Background: an optimization exercise with open tools, aiming at small area. Do not read the settings as production practice. In this exercise RTL edits were held to simulation tests only and were not proved equivalent to the original. No activity file was given, so power comes from the tool's default toggle rates.

## run A
Design uart_top, start of the top module:
module uart_top #(
    parameter OPERAND_WIDTH = 512,
    parameter ADDER_WIDTH   = 32,
    parameter NBYTES        = OPERAND_WIDTH / 8,
    parameter CLK_FREQ      = 125_000_000,
    parameter BAUD_RATE     = 115_200
) (
    input wire iClk, iRst,
    input wire iRx,
    output wire oTx
);
==> flow/config.mk <==
export PLATFORM = sky130hd
export DESIGN_NAME = uart_top
export DESIGN_NICKNAME = uart_top
export VERILOG_FILES = /design/flow/design.v
export SDC_FILE = /design/flow/constraint.sdc
export NUM_CORES = 4
export LEC_CHECK = 0
export CAP_MARGIN = 20
export CORE_MARGIN = 2
export CORE_UTILIZATION = 40
export CTS_BUF_LIST = sky130_fd_sc_hd__clkbuf_8
export CTS_CLUSTER_DIAMETER = 60
export CTS_CLUSTER_SIZE = 22
export PLACE_DENSITY = 0.6
export SLEW_MARGIN = 20
==> flow/constraint.sdc <==
create_clock -name core_clock -period 13.0 [get_ports {iClk}]
set_input_delay 2.6000 -clock core_clock [delete_from_list [all_inputs] [get_ports {iClk}]]
set_output_delay 2.6000 -clock core_clock [all_outputs]
set_load 0.01 [all_outputs]
standard.sh (not shown) runs the stock make flow with config.mk's settings and CLKGATE_MAP_FILE= SYNTH_SCRIPT=/design/flow/synth_recipe.tcl, a recipe that flattens the netlist after the stock synthesis.
==> flow/flow/run.sh <==
#!/bin/bash
# The standard layout with these changes:
#  - synthesis maps the logic with an area-oriented ABC script (flow/abc_area.script)
#    and leaves adders to ABC instead of mapping them to half/full adder cells first;
#    everything else in synth_recipe.tcl, and so every register, stays as it is;
#  - the port buffers are the smallest buffer cell;
#  - clock tree synthesis adds no dummy loads, and uses clkbuf_4 above the leaf
#    buffers, which drive the registers and stay clkbuf_8.
set -euo pipefail
here=$(pwd)
{
  echo 'set ::env(ADDER_MAP_FILE) ""'
  echo 'proc abc {args} {'
  echo '  set i [lsearch -exact $args -script]'
  echo "  lset args [expr {\$i+1}] $here/flow/abc_area.script"
  echo '  yosys abc {*}$args'
  echo '}'
  cat synth_recipe.tcl
} > area_synth.tcl
sed "s#SYNTH_SCRIPT=[^ ]*#SYNTH_SCRIPT=$here/area_synth.tcl#" standard.sh > area_standard.sh
grep -q "SYNTH_SCRIPT=$here/area_synth.tcl" area_standard.sh
export BUFFER_PORTS_ARGS="-buffer_cell sky130_fd_sc_hd__buf_1"
export CTS_ARGS="-sink_clustering_enable -repair_clock_nets -dont_use_dummy_load -buf_list sky130_fd_sc_hd__clkbuf_8 -tree_buf sky130_fd_sc_hd__clkbuf_4 -root_buf sky130_fd_sc_hd__clkbuf_4 -sink_clustering_size 22 -sink_clustering_max_diameter 60"
bash area_standard.sh > standard.log 2>&1
==> flow/flow/abc_area.script <==
&get -n
&st
&synch2
&dch -f
&nf -a -R 1000
&put
strash
&get -n
&synch2
&dch -f
&nf -a -R 1000
&put
stime -c
#### Input delta (run B over run A)
Settings: PLACE_DENSITY changed from 0.6 to 0.7; CORE_UTILIZATION changed from 40 to 55.
diff --git a/flow/flow/run.sh b/flow/flow/run.sh
--- a/flow/flow/run.sh
+++ b/flow/flow/run.sh
@@ -2 +2 @@
-# The standard layout with these changes:
+# The standard layout with two changes:
@@ -7,2 +7 @@
-#  - clock tree synthesis adds no dummy loads, and uses clkbuf_4 above the leaf
-#    buffers, which drive the registers and stay clkbuf_8.
+#  - clock tree synthesis adds no dummy loads.
@@ -23 +22 @@
-export CTS_ARGS="-sink_clustering_enable -repair_clock_nets -dont_use_dummy_load -buf_list sky130_fd_sc_hd__clkbuf_8 -tree_buf sky130_fd_sc_hd__clkbuf_4 -root_buf sky130_fd_sc_hd__clkbuf_4 -sink_clustering_size 22 -sink_clustering_max_diameter 60"
+export CTS_ARGS="-sink_clustering_enable -repair_clock_nets -dont_use_dummy_load -buf_list sky130_fd_sc_hd__clkbuf_8 -sink_clustering_size 22 -sink_clustering_max_diameter 60"
Results
Relative to run A, required time at the endpoint of the critical path has decreased by 0.20 ns in run B.
Post-synthesis to final-layout area growth (lower): run B
Final sequential cell count came out exactly the same in run A and run B.
When run B is measured against run A, its final critical-path required period turns out 0.25 ns higher.
Comparing run A and run B, the higher setup slack was measured on run A.
Here is what was changed in the inputs of run C compared with run B.
Settings: PLACE_DENSITY: 0.7 -> 0.6; CORE_UTILIZATION: 55 -> 40.
diff --git a/flow/flow/run.sh b/flow/flow/run.sh
--- a/flow/flow/run.sh
+++ b/flow/flow/run.sh
@@ -3,2 +3 @@
-#  - synthesis maps the logic with an area-oriented ABC script (flow/abc_area.script)
-#    and leaves adders to ABC instead of mapping them to half/full adder cells first;
+#  - synthesis maps the logic with an area-oriented ABC script (flow/abc_area.script);
@@ -6 +4,0 @@
-#  - the port buffers are the smallest buffer cell;
@@ -11 +8,0 @@
-  echo 'set ::env(ADDER_MAP_FILE) ""'
@@ -21 +17,0 @@
-export BUFFER_PORTS_ARGS="-buffer_cell sky130_fd_sc_hd__buf_1"
==> flow/flow/abc_area.script <==
&get -n
&st
&syn2
&synch2
&dch -f
&nf -a
&put
strash
dch -f
map -a
topo
stime -c
Notes after the runs:
- Run C completed every stage of the flow, and the final layout passed the timing, DRC and antenna checks.
- On fraction of the cycle the final worst path needs, the higher figure sits with run C, not run B.
- | depth of the critical timing path with buffers and inverters included | higher: run C |
- Final cell area excluding filler cells: run C > run B
- Count of plain and timing-repair buffers essentially unchanged between run C and run B.
- Against run B, run C comes in 6.8% higher on worst vdd rail ir drop.
- Growth of design area from synthesis to finish delta for run C relative to run B: 1.1 points higher
- Going from run B to run C, length in cells of the worst reg-to-reg path rose 2; fraction of power spent switching nets rose 0.28 points.
Input changes introduced in run D (baseline for comparison: run C):
==> flow/flow/run.sh <==
#!/bin/bash
# The standard layout, with clock tree synthesis told not to add dummy loads.
set -euo pipefail
export CTS_ARGS="-sink_clustering_enable -repair_clock_nets -dont_use_dummy_load -buf_list sky130_fd_sc_hd__clkbuf_8 -sink_clustering_size 22 -sink_clustering_max_diameter 60"
bash standard.sh > standard.log 2>&1
removed: flow/flow/abc_area.script
--- outcome ---
- Run D | stages: all done | timing, DRC, antenna: all pass
- In run D the total power after layout turned out 10 µW higher than in run C.
- In run D, the met3 track demand over resource in global routing came out 0.21 points above the value in run C.
- Clock buffer count was lower in the run labelled run C.


The RTL this note starts from:
==> flow/design.v <==
`timescale 1ns / 1ps
module uart_top #(
    parameter OPERAND_WIDTH = 512,
    parameter ADDER_WIDTH   = 32,
    parameter NBYTES        = OPERAND_WIDTH / 8,
    parameter CLK_FREQ      = 125_000_000,
    parameter BAUD_RATE     = 115_200
) (
    input wire iClk, iRst,
    input wire iRx,
    output wire oTx
);
    reg [511:0] rRing;
    reg [8:0]   rPh;
    reg [10:0]  rCyc;
    reg [3:0]   rBit;
    reg [6:0]   rByte;
    reg         rTx;      
    reg         rC;       
    reg         rNext;    
    reg         rOut;
    wire wBnd   = rCyc[10] & rCyc[5] & rCyc[4] & rCyc[3] & rCyc[2];  
    wire wWin   = ~rCyc[10] & (rCyc[9] ^ rCyc[8]);                   
    wire wHit   = (rPh == {rByte[5:0], rBit[2:0]});
    wire wEn    = ~rBit[3] & wWin & wHit;
    wire wInA   = ~rTx & rByte[6];
    wire wInB   = ~rTx & ~rByte[6];
    wire wLast  = &rPh;
    wire wCin   = rC | (wEn & wInB & iRx);
    wire wNew   = (wEn & wInA) ? iRx : (rRing[0] ^ wCin);
    wire wGen   = rRing[0] & wCin;
    wire wBit8  = rBit[3] & ~rBit[0];
    wire wBit9  = rBit[3] & ~rBit[2] & rBit[0];
    wire wStart = ~rTx & ~iRx & rBit[3] & ~rBit[2];                  
    wire wByte  = wBit8 & (wBnd | wStart);
    always @(posedge iClk) begin
        rRing <= {wNew, rRing[511:1]};
        rPh   <= rPh + 1'b1;
        rC    <= wGen & ~wLast;
        if (wBnd | wStart) rCyc <= 0;
        else               rCyc <= rCyc + 1'b1;
        if (wInA)
            rNext <= 1'b0;
        else if (~rTx)
            rNext <= rNext | (wGen & wLast);
        else if (wEn)
            rNext <= rByte[6] ? (rNext & ~|rBit[2:0]) : rRing[0];
        if (iRst) begin
            rBit  <= 4'd9;
            rTx   <= 1'b0;
            rByte <= 7'd127;
            rOut  <= 1'b1;
        end else begin
            if (wStart)
                rBit <= 4'd15;
            else if (wBnd)
                rBit <= wBit9 ? {~rTx, 2'b00, ~rTx} : rBit + 1'b1;
            if (wByte) begin
                if (rTx & rByte[6]) rByte[6] <= 1'b0;
                else                rByte    <= rByte - 1'b1;
                if (rByte == 7'd0)  rTx      <= ~rTx;
            end
            if (rTx & wBnd) rOut <= ~wBit9 & (rBit[3] | rNext);
        end
    end
    assign oTx = rOut;
endmodule
clock: 13.0 ns
lec_check: 0
cap_margin: 20
core_margin: 2
core_utilization: 40
cts_buf_list: sky130_fd_sc_hd__clkbuf_8
place_density: 0.6
slew_margin: 20
run.sh (not shown) runs the stock make flow with config.mk's settings and CLKGATE_MAP_FILE= SYNTH_SCRIPT=/design/flow/synth_recipe.tcl, a recipe that flattens the netlist after the stock synthesis.
Stock flow here: none of the scripts above is used.
Then changed:
Settings changed: CTS_CLUSTER_DIAMETER set to 60, CTS_CLUSTER_SIZE set to 22.
Sequential cell count does not change.
Routed wire length went down by 8.0%.
Via count went down by 6.3%.
Worst setup slack degrades by 0.043 ns.
Total power went down by about 20%.
Design area went down by 7.6%.
Hold slack improves by 0.017 ns.
Sequential share of layout area went up by 6.4 points.
Synthesized area does not change.
Cell count went down by about 8%.
Non-clock buffer count is unchanged.
Then changed:
Settings changed: CTS_BUF_LIST sky130_fd_sc_hd__clkbuf_8 to sky130_fd_sc_hd__clkbuf_16, CTS_CLUSTER_SIZE 22 to 32.
Sequential power is about the same.
Worst hold slack is worse by 0.016 ns.
Die area stays the same.
Critical path depth is unchanged.
Count of clock-buffer cells in the layout came out lower by 4.
Setup slack gains 0.064 ns.


uart_top with an RTL version that a note above also has.
Size: about 550 flip-flops, ~4 I/O pins, roughly 0.012 mm2 of cells after synthesis.
==> flow/design.v (excerpt) <==
module uart_top #(
    parameter OPERAND_WIDTH = 512,
    parameter ADDER_WIDTH   = 32,
    parameter NBYTES        = OPERAND_WIDTH / 8,
    parameter CLK_FREQ      = 125_000_000,
    parameter BAUD_RATE     = 115_200
) (
    input wire iClk, iRst,
    input wire iRx,
    output wire oTx
);
    reg [511:0] rRing;
    reg [8:0]   rPh;
    reg [10:0]  rCyc;
    reg [3:0]   rBit;
    reg [6:0]   rByte;
    reg         rTx;      
    reg         rC;       
    reg         rNext;    
    reg         rOut;
    wire wBnd   = rCyc[10] & rCyc[6];    
    wire wWin   = rCyc[9];               
    wire wHit   = (rPh == {rByte[5:0], rBit[2:0]});
    wire wEn    = ~rBit[3] & wWin & wHit;
    wire wInA   = ~rTx & rByte[6];
    wire wInB   = ~rTx & ~rByte[6];
    wire wLast  = &rPh;
    wire wCin   = rC | (wEn & wInB & iRx);
    wire wNew   = (wEn & wInA) ? iRx : (rRing[0] ^ wCin);
    wire wGen   = rRing[0] & wCin;
    wire wBit8  = rBit[3] & ~rBit[0];
    wire wBit9  = rBit[3] & ~rBit[2] & rBit[0];
    wire wStart = ~rTx & ~iRx & rBit[3] & ~rBit[2];                  
    wire wByte  = wBit8 & (wBnd | wStart);
    always @(posedge iClk) begin
        rRing <= {wNew, rRing[511:1]};
        rPh   <= rPh + 1'b1;
        rC    <= wGen & ~wLast;
        if (wBnd | wStart) rCyc <= 11'd4;
        else               rCyc <= rCyc + 1'b1;
        if (wInA)
            rNext <= 1'b0;
        else if (~rTx)
            rNext <= rNext | (wGen & wLast);
        else if (wEn)
            rNext <= rByte[6] ? (rNext & ~|rBit[2:0]) : rRing[0];
        if (iRst) begin
            rBit  <= 4'd9;
            rTx   <= 1'b0;
            rByte <= 7'd127;
            rOut  <= 1'b1;
        end else begin
            if (wStart)
                rBit <= 4'd15;
            else if (wBnd)
                rBit <= wBit9 ? {~rTx, 2'b00, ~rTx} : rBit + 1'b1;
            if (wByte) begin
                if (rTx & rByte[6]) rByte[6] <= 1'b0;
                else                rByte    <= rByte - 1'b1;
  ...
clock: 13.0 ns
lec_check: 0
cap_margin: 20
core_margin: 2
core_utilization: 40
cts_buf_list: sky130_fd_sc_hd__clkbuf_8
cts_cluster_diameter: 60
cts_cluster_size: 22
place_density: 0.6
slew_margin: 20
standard.sh (not shown) runs the stock make flow with config.mk's settings and CLKGATE_MAP_FILE= SYNTH_SCRIPT=/design/flow/synth_recipe.tcl, a recipe that flattens the netlist after the stock synthesis.
==> flow/flow/run.sh <==
#!/bin/bash
# The standard layout with two changes:
#  - synthesis maps the logic with an area-oriented ABC script (flow/abc_area.script)
#    and leaves adders to ABC instead of mapping them to half/full adder cells first;
#    everything else in synth_recipe.tcl, and so every register, stays as it is;
#  - the port buffers are the smallest buffer cell;
#  - clock tree synthesis adds no dummy loads.
set -euo pipefail
here=$(pwd)
{
  echo 'set ::env(ADDER_MAP_FILE) ""'
  echo 'proc abc {args} {'
  echo '  set i [lsearch -exact $args -script]'
  echo "  lset args [expr {\$i+1}] $here/flow/abc_area.script"
  echo '  yosys abc {*}$args'
  echo '}'
  cat synth_recipe.tcl
} > area_synth.tcl
sed "s#SYNTH_SCRIPT=[^ ]*#SYNTH_SCRIPT=$here/area_synth.tcl#" standard.sh > area_standard.sh
grep -q "SYNTH_SCRIPT=$here/area_synth.tcl" area_standard.sh
export BUFFER_PORTS_ARGS="-buffer_cell sky130_fd_sc_hd__buf_1"
export CTS_ARGS="-sink_clustering_enable -repair_clock_nets -dont_use_dummy_load -buf_list sky130_fd_sc_hd__clkbuf_8 -sink_clustering_size 22 -sink_clustering_max_diameter 60"
bash area_standard.sh > standard.log 2>&1
==> flow/flow/abc_area.script <==
&get -n
&st
&synch2
&dch -f
&nf -a -R 1000
&put
strash
&get -n
&synch2
&dch -f
&nf -a -R 1000
&put
stime -c
Then changed:
--- a/flow/flow/run.sh
+++ b/flow/flow/run.sh
@@ -20,4 +20,4 @@
 grep -q "SYNTH_SCRIPT=$here/area_synth.tcl" area_standard.sh
 export BUFFER_PORTS_ARGS="-buffer_cell sky130_fd_sc_hd__buf_1"
-export CTS_ARGS="-sink_clustering_enable -repair_clock_nets -dont_use_dummy_load -buf_list sky130_fd_sc_hd__clkbuf_8 -sink_clustering_size 22 -sink_clustering_max_diameter 60"
+export CTS_ARGS="-sink_clustering_enable -repair_clock_nets -dont_use_dummy_load -buf_list {sky130_fd_sc_hd__clkbuf_4 sky130_fd_sc_hd__clkbuf_8} -sink_clustering_size 22 -sink_clustering_max_diameter 60"
 bash area_standard.sh > standard.log 2>&1
After rerunning:
- The changed run finished clean
- flip-flop and latch count stays the same
- clock power barely changes
- non-clock buffer count does not change
- routed wire length is unchanged
- sequential power barely changes
- utilization is unchanged

re-timing with driven ports:
The results above use ideal ports. As a check the final layouts listed here were re-extracted and re-timed, cells and wires unchanged. Step 1 sets driving cells, clkbuf_16 on the clock port and buf_2 on the other inputs (assumed; they add their load-dependent delay and slew). Step 2 moves the port delays by t, midway between the first and last clock arrival at a register: inputs arrive t later, outputs are due t later. That takes back most of the time a late clock gives input paths. Three values: ideal ports, drivers, drivers and shift; two values: the first two.
run | t (ns) | setup slack, ns | worst setup path at the end | latest minus earliest clock arrival (ns)
run A | 0.760 | 9.007 / 9.027 / 8.268 | input to register | 0.053 / 0.053
run B | 0.600 | 8.759 / 8.773 / 8.173 | input to register | 0.079 / 0.079
run C | 0.599 | 8.402 / 8.419 / 7.820 | input to register | 0.039 / 0.040
run D | 0.597 | 8.915 / 8.933 / 8.336 | input to register | 0.063 / 0.062
the first run of note 2 | 0.601 | 8.942 / 8.902 / 8.456 | input to register | 0.014 / 0.013
the second run of note 2 | 0.631 | 8.899 / 8.855 / 8.475 | input to register | 0.023 / 0.023
the third run of note 2 | 0.581 | 8.963 / 8.917 / 8.466 | input to register | 0.017 / 0.017
the first run of note 3 | 0.605 | 8.850 / 8.871 / 8.265 | input to register | 0.056 / 0.055
the second run of note 3 | 0.605 | 8.850 / 8.871 / 8.265 | input to register | 0.056 / 0.055
After both steps every run listed still meets setup and hold. The setup slack of run A, which loses most, moves by +0.020 ns with the drivers and by -0.739 ns with both steps.
